Source: an optimization exercise on an open RTL-to-GDS flow (aim: small area and a short achievable clock period). Production flows keep margins and buffers that such runs may drop.
Function was checked by simulation only, so behaviour that the tests miss may differ from the original.
Power is estimated from default activity; no workload was simulated. The flow treats the clock pin as an ideal source, which a real chip does not have.

==> flow/design.v <==
`timescale 1ns / 1ps
module pipeline_processor(
    clk,
    rst,
    prg_data,
    dmem_rdata,
    prg_addr,
    raddr_dmem,
    waddr_dmem,
    wdata_dmem,
    write_dmem,
    read_dmem
);
input clk;
input rst;
input [31:0] prg_data;
input [31:0] dmem_rdata;
output [31:0] prg_addr;
output [31:0] raddr_dmem;
output [31:0] waddr_dmem;
output [31:0] wdata_dmem;
output write_dmem;
output read_dmem;
integer i, k, j;
reg [31:2] pc;
wire [31:2] pc_incr4 = pc + 30'd1;
assign prg_addr = {pc, 2'b00};
wire [31:1] rs_dec, rt_dec;
wire [4:0]  dest;
wire write_rf, use_imm, is_lui, is_sub, is_and, is_or, is_slt, is_lw, is_sw, is_beq;
if_decode decode (
    .inst(prg_data), .rs_dec(rs_dec), .rt_dec(rt_dec), .dest(dest),
    .write_rf(write_rf), .use_imm(use_imm), .is_lui(is_lui), .is_sub(is_sub),
    .is_and(is_and), .is_or(is_or), .is_slt(is_slt), .is_lw(is_lw), .is_sw(is_sw),
    .is_beq(is_beq));
wire [15:0] imm = prg_data[15:0];
wire [29:0] imm_word = {{14{imm[15]}}, imm};
reg [31:1] rs_sel_ID;
reg [31:1] rt_sel_ID;
reg [15:0] imm_ID;
reg [4:0]  dest_ID;
reg [31:2] tp_ID;
reg use_imm_ID, lui_ID, sub_ID, and_ID, or_ID, slt_ID;
reg write_regf_ID, read_dmem_ID, write_dmem_ID, is_branch_ID;
always @(posedge clk) begin
    rs_sel_ID  <= rs_dec;
    rt_sel_ID  <= rt_dec;
    imm_ID     <= imm;
    dest_ID    <= dest;
    tp_ID      <= pc ^ imm_word;
    use_imm_ID <= use_imm;
    lui_ID     <= is_lui;
    sub_ID     <= is_sub;
    and_ID     <= is_and;
    or_ID      <= is_or;
    slt_ID     <= is_slt;
end
always @(posedge clk or posedge rst) begin
    if (rst) begin
        write_regf_ID <= 1'b0;
        read_dmem_ID  <= 1'b0;
        write_dmem_ID <= 1'b0;
        is_branch_ID  <= 1'b0;
    end else begin
        write_regf_ID <= write_rf;
        read_dmem_ID  <= is_lw;
        write_dmem_ID <= is_sw;
        is_branch_ID  <= is_beq;
    end
end
reg [31:0] regf [1:31];
wire [32*32-1:0] regf_flat;
assign regf_flat[31:0] = 32'd0;
genvar gi;
generate
    for (gi = 1; gi < 32; gi = gi + 1) begin : g_flat
        assign regf_flat[gi*32 +: 32] = regf[gi];
    end
endgenerate
wire [31:0] rs_val;
wire [31:0] rt_val;
rf_read read_rs (.regs(regf_flat), .sel({rs_sel_ID, 1'b0}), .data(rs_val));
rf_read read_rt (.regs(regf_flat), .sel({rt_sel_ID, 1'b0}), .data(rt_val));
wire [31:0] imm_ext = lui_ID ? {imm_ID, 16'd0} : {{16{imm_ID[15]}}, imm_ID};
wire [31:0] b_ID    = use_imm_ID ? imm_ext : rt_val;
wire [29:0] t_imm = {{14{imm_ID[15]}}, imm_ID};
reg  [29:0] tg [0:5];
reg  [29:0] tpp [0:5];
always @(*) begin
    tg[0] = t_imm & ~tp_ID;
    tpp[0] = tp_ID;
    tg[0][0] = tp_ID[2] | t_imm[0];
    for (k = 0; k < 5; k = k + 1) begin
        for (j = 0; j < 30; j = j + 1) begin
            if (j[k]) begin
                tg[k+1][j] = tg[k][j] | (tpp[k][j] & tg[k][(j >> k << k) - 1]);
                tpp[k+1][j] = tpp[k][j] & tpp[k][(j >> k << k) - 1];
            end else begin
                tg[k+1][j] = tg[k][j];
                tpp[k+1][j] = tpp[k][j];
            end
        end
    end
end
wire [31:2] target_ID = tp_ID ^ {tg[5][28:0], 1'b1};
reg [31:0] a_EX;
reg [31:0] p_EX;
reg [31:0] c_EX;
reg [4:0]  waddr_EX;
reg write_regf_EX, read_dmem_EX, write_dmem_EX, is_branch_EX;
reg alu_sub_EX, alu_slt_EX, alu_and_EX, alu_or_EX;
always @(posedge clk) begin
    a_EX       <= rs_val;
    p_EX       <= rs_val ^ b_ID ^ {32{sub_ID}};
    c_EX       <= is_branch_ID ? {target_ID, 2'b00} : rt_val;
    waddr_EX   <= dest_ID;
    alu_sub_EX <= sub_ID;
    alu_slt_EX <= slt_ID;
    alu_and_EX <= and_ID;
    alu_or_EX  <= or_ID;
end
always @(posedge clk or posedge rst) begin
    if (rst) begin
        write_regf_EX <= 1'b0;
        read_dmem_EX  <= 1'b0;
        write_dmem_EX <= 1'b0;
        is_branch_EX  <= 1'b0;
    end else begin
        write_regf_EX <= write_regf_ID;
        read_dmem_EX  <= read_dmem_ID;
        write_dmem_EX <= write_dmem_ID;
        is_branch_EX  <= is_branch_ID;
    end
end
reg [31:0] gp [0:5];
reg [31:0] pp [0:5];
always @(*) begin
    gp[0] = a_EX & ~p_EX;
    pp[0] = p_EX;
    gp[0][0] = p_EX[0] ? alu_sub_EX : a_EX[0];
    for (k = 0; k < 5; k = k + 1) begin
        for (j = 0; j < 32; j = j + 1) begin
            if (j[k]) begin
                gp[k+1][j] = gp[k][j] | (pp[k][j] & gp[k][(j >> k << k) - 1]);
                pp[k+1][j] = pp[k][j] & pp[k][(j >> k << k) - 1];
            end else begin
                gp[k+1][j] = gp[k][j];
                pp[k+1][j] = pp[k][j];
            end
        end
    end
end
wire [31:0] carry = {gp[5][30:0], alu_sub_EX};
wire [31:0] sum = p_EX ^ carry;
wire slt = p_EX[31] ? sum[31] : a_EX[31];
reg [31:0] alu_result;
always @(*) begin
    if (alu_and_EX)      alu_result = a_EX & ~p_EX;
    else if (alu_or_EX)  alu_result = a_EX | p_EX;
    else if (alu_slt_EX) alu_result = {31'd0, slt};
    else                 alu_result = sum;
end
wire taken_EX = is_branch_EX && (p_EX == 32'd0);
reg [31:0] alu_result_MEM;
reg [31:0] c_MEM;
reg [4:0]  waddr_MEM;
reg write_regf_MEM, read_dmem_MEM, write_dmem_MEM, taken_MEM;
reg mem_to_reg_MEM;
always @(posedge clk) begin
    mem_to_reg_MEM <= read_dmem_EX;
    alu_result_MEM <= alu_result;
    c_MEM          <= c_EX;
    waddr_MEM      <= waddr_EX;
end
always @(posedge clk or posedge rst) begin
    if (rst) begin
        write_regf_MEM <= 1'b0;
        read_dmem_MEM  <= 1'b0;
        write_dmem_MEM <= 1'b0;
        taken_MEM      <= 1'b0;
    end else begin
        write_regf_MEM <= write_regf_EX;
        read_dmem_MEM  <= read_dmem_EX;
        write_dmem_MEM <= write_dmem_EX;
        taken_MEM      <= taken_EX;
    end
end
assign raddr_dmem = alu_result_MEM;
assign waddr_dmem = alu_result_MEM;
assign wdata_dmem = c_MEM;
assign write_dmem = write_dmem_MEM;
assign read_dmem  = read_dmem_MEM;
wire [31:0] wdata_regf = mem_to_reg_MEM ? dmem_rdata : alu_result_MEM;
always @(posedge clk) begin
    for (i = 1; i < 32; i = i + 1)
        if (write_regf_MEM && waddr_MEM == i)
            regf[i] <= wdata_regf;
end
always @(posedge clk or posedge rst) begin
    if (rst) pc <= 30'd0;
    else     pc <= taken_MEM ? c_MEM[31:2] : pc_incr4;
end
endmodule
module rf_read(regs, sel, data);
input  [32*32-1:0] regs;
input  [31:0] sel;
output [31:0] data;
wire [31:0] g [0:10];
genvar gi;
generate
    for (gi = 0; gi < 10; gi = gi + 1) begin : g_aoi
        rf_aoi3 u (.a(regs[(3*gi+1)*32 +: 32]), .b(regs[(3*gi+2)*32 +: 32]), .c(regs[(3*gi+3)*32 +: 32]),
                   .sa(sel[3*gi+1]), .sb(sel[3*gi+2]), .sc(sel[3*gi+3]), .y(g[gi]));
    end
endgenerate
assign g[10] = ~({32{sel[31]}} & regs[31*32 +: 32]);
wire [31:0] h0, h1, h2;
rf_nand4 n0 (.a(g[0]), .b(g[1]), .c(g[2]), .d(g[3]), .y(h0));
rf_nand4 n1 (.a(g[4]), .b(g[5]), .c(g[6]), .d(g[7]), .y(h1));
rf_nand3 n2 (.a(g[8]), .b(g[9]), .c(g[10]), .y(h2));
assign data = h0 | h1 | h2;
endmodule
module rf_nand4(a, b, c, d, y);
input  [31:0] a, b, c, d;
output [31:0] y;
assign y = ~(a & b & c & d);
endmodule
module rf_aoi3(a, b, c, sa, sb, sc, y);
input  [31:0] a, b, c;
input  sa, sb, sc;
output [31:0] y;
assign y = ~(({32{sa}} & a) | ({32{sb}} & b) | ({32{sc}} & c));
endmodule
module if_decode(inst, rs_dec, rt_dec, dest, write_rf, use_imm, is_lui, is_sub,
                 is_and, is_or, is_slt, is_lw, is_sw, is_beq);
input  [31:0] inst;
output [31:1] rs_dec;       
output [31:1] rt_dec;       
output [4:0]  dest;
output write_rf, use_imm, is_lui, is_sub, is_and, is_or, is_slt, is_lw, is_sw, is_beq;
wire [5:0] op   = inst[31:26];
wire [4:0] rs   = inst[25:21];
wire [4:0] rt   = inst[20:16];
wire [4:0] rd   = inst[15:11];
wire [5:0] func = inst[5:0];
wire is_r    = (op == 6'b00_0000);
wire f_add   = is_r && (func == 6'b10_0000);
wire f_sub   = is_r && (func == 6'b10_0010);
wire f_and   = is_r && (func == 6'b10_0100);
wire f_or    = is_r && (func == 6'b10_0101);
wire f_slt   = is_r && (func == 6'b10_1010);
wire is_addi = (op == 6'b00_1000);
assign is_lw  = (op == 6'b10_0011);
assign is_sw  = (op == 6'b10_1011);
assign is_beq = (op == 6'b00_0100);
assign is_lui = (op == 6'b00_1111);
assign dest     = is_r ? rd : rt;
assign write_rf = f_add | f_sub | f_and | f_or | f_slt | is_lw | is_addi | is_lui;
assign use_imm  = is_lw | is_sw | is_addi | is_lui;
assign is_sub   = f_sub | f_slt;
assign is_and   = f_and;
assign is_or    = f_or;
assign is_slt   = f_slt;
wire [31:0] rs_one = 32'd1 << rs;
wire [31:0] rt_one = 32'd1 << rt;
assign rs_dec = is_lui ? 31'd0 : rs_one[31:1];
assign rt_dec = rt_one[31:1];
endmodule
module rf_nand3(a, b, c, y);
input  [31:0] a, b, c;
output [31:0] y;
assign y = ~(a & b & c);
endmodule
Settings: LEC_CHECK=0, CAP_MARGIN=20, CORE_MARGIN=2, CORE_UTILIZATION=40, SETUP_SLACK_MARGIN=3.6, SLEW_MARGIN=20, SYNTH_HIERARCHICAL=1, SYNTH_MINIMUM_KEEP_SIZE=0; clock period 6.0 ns.
standard.sh (not shown) runs the stock make flow with config.mk's settings and CLKGATE_MAP_FILE= SYNTH_SCRIPT=/design/flow/synth_recipe.tcl, a recipe that flattens the netlist after the stock synthesis.
==> flow/flow/run.sh <==
#!/bin/bash
# Own layout flow: the standard layout (standard.sh), with smaller port
# buffers, larger clock-tree sink clusters and no dummy clock-tree loads.
# Each tool's log is in orfs/logs/; standard.sh's own output goes to
# standard.log.
set -euo pipefail
export BUFFER_PORTS_ARGS="-buffer_cell sky130_fd_sc_hd__buf_2"
export CTS_ARGS="-sink_clustering_enable -repair_clock_nets -dont_use_dummy_load -sink_clustering_size 30 -sink_clustering_max_diameter 100"
bash standard.sh > standard.log 2>&1
Then changed:
--- a/flow/design.v
+++ b/flow/design.v
@@ -165,9 +165,7 @@
 reg [31:0] c_MEM;
 reg [4:0]  waddr_MEM;
 reg write_regf_MEM, read_dmem_MEM, write_dmem_MEM, taken_MEM;
-reg mem_to_reg_MEM;
-always @(posedge clk) begin
-    mem_to_reg_MEM <= read_dmem_EX;
+always @(posedge clk) begin
     alu_result_MEM <= alu_result;
     c_MEM          <= c_EX;
     waddr_MEM      <= waddr_EX;
@@ -190,7 +188,7 @@
 assign wdata_dmem = c_MEM;
 assign write_dmem = write_dmem_MEM;
 assign read_dmem  = read_dmem_MEM;
-wire [31:0] wdata_regf = mem_to_reg_MEM ? dmem_rdata : alu_result_MEM;
+wire [31:0] wdata_regf = read_dmem_MEM ? dmem_rdata : alu_result_MEM;
 always @(posedge clk) begin
     for (i = 1; i < 32; i = i + 1)
         if (write_regf_MEM && waddr_MEM == i)
After rerunning: The changed run ran to the end with no violations; total power goes up by 0.35%; sequential power barely changes; cell count is about the same; wire length goes down by about 1.1%; cell area hardly moves; non-clock buffer count goes up by 5; core utilization barely changes; count of clock-buffer cells in the layout stays the same.

## afterwards: timing with drivers on the ports
In the flow no input, the clock included, has a driving cell. The finished layouts below were timed again as built, in two steps.
Step 1, drivers: a clkbuf_16 drives clk and a buf_2 each remaining input, both assumed.
Step 2 adds t to the input delays and takes it off the output delays; t is the mean of the earliest and latest rising clock arrival at the registers after step 1. Input paths then give back, and output paths get back, about the clock's delay inside the block.
Three values: ideal, step 1, step 2; two values: the first two.
run	shift t [ns]	slack for setup (ns)	worst setup path after step 2	latest minus earliest clock arrival (ns)	worst data-port slew with drivers (ns)
the first run	0.748	3.455 / 3.455 / 3.281	input to register	0.090 / 0.091	0.05
the second run	0.753	3.449 / 3.439 / 3.319	input to register	0.109 / 0.108	0.05
After both steps every run listed still meets setup and hold. For the first run, which loses most, drivers alone change the setup slack by 0.000 ns; drivers and shift together by -0.174 ns.
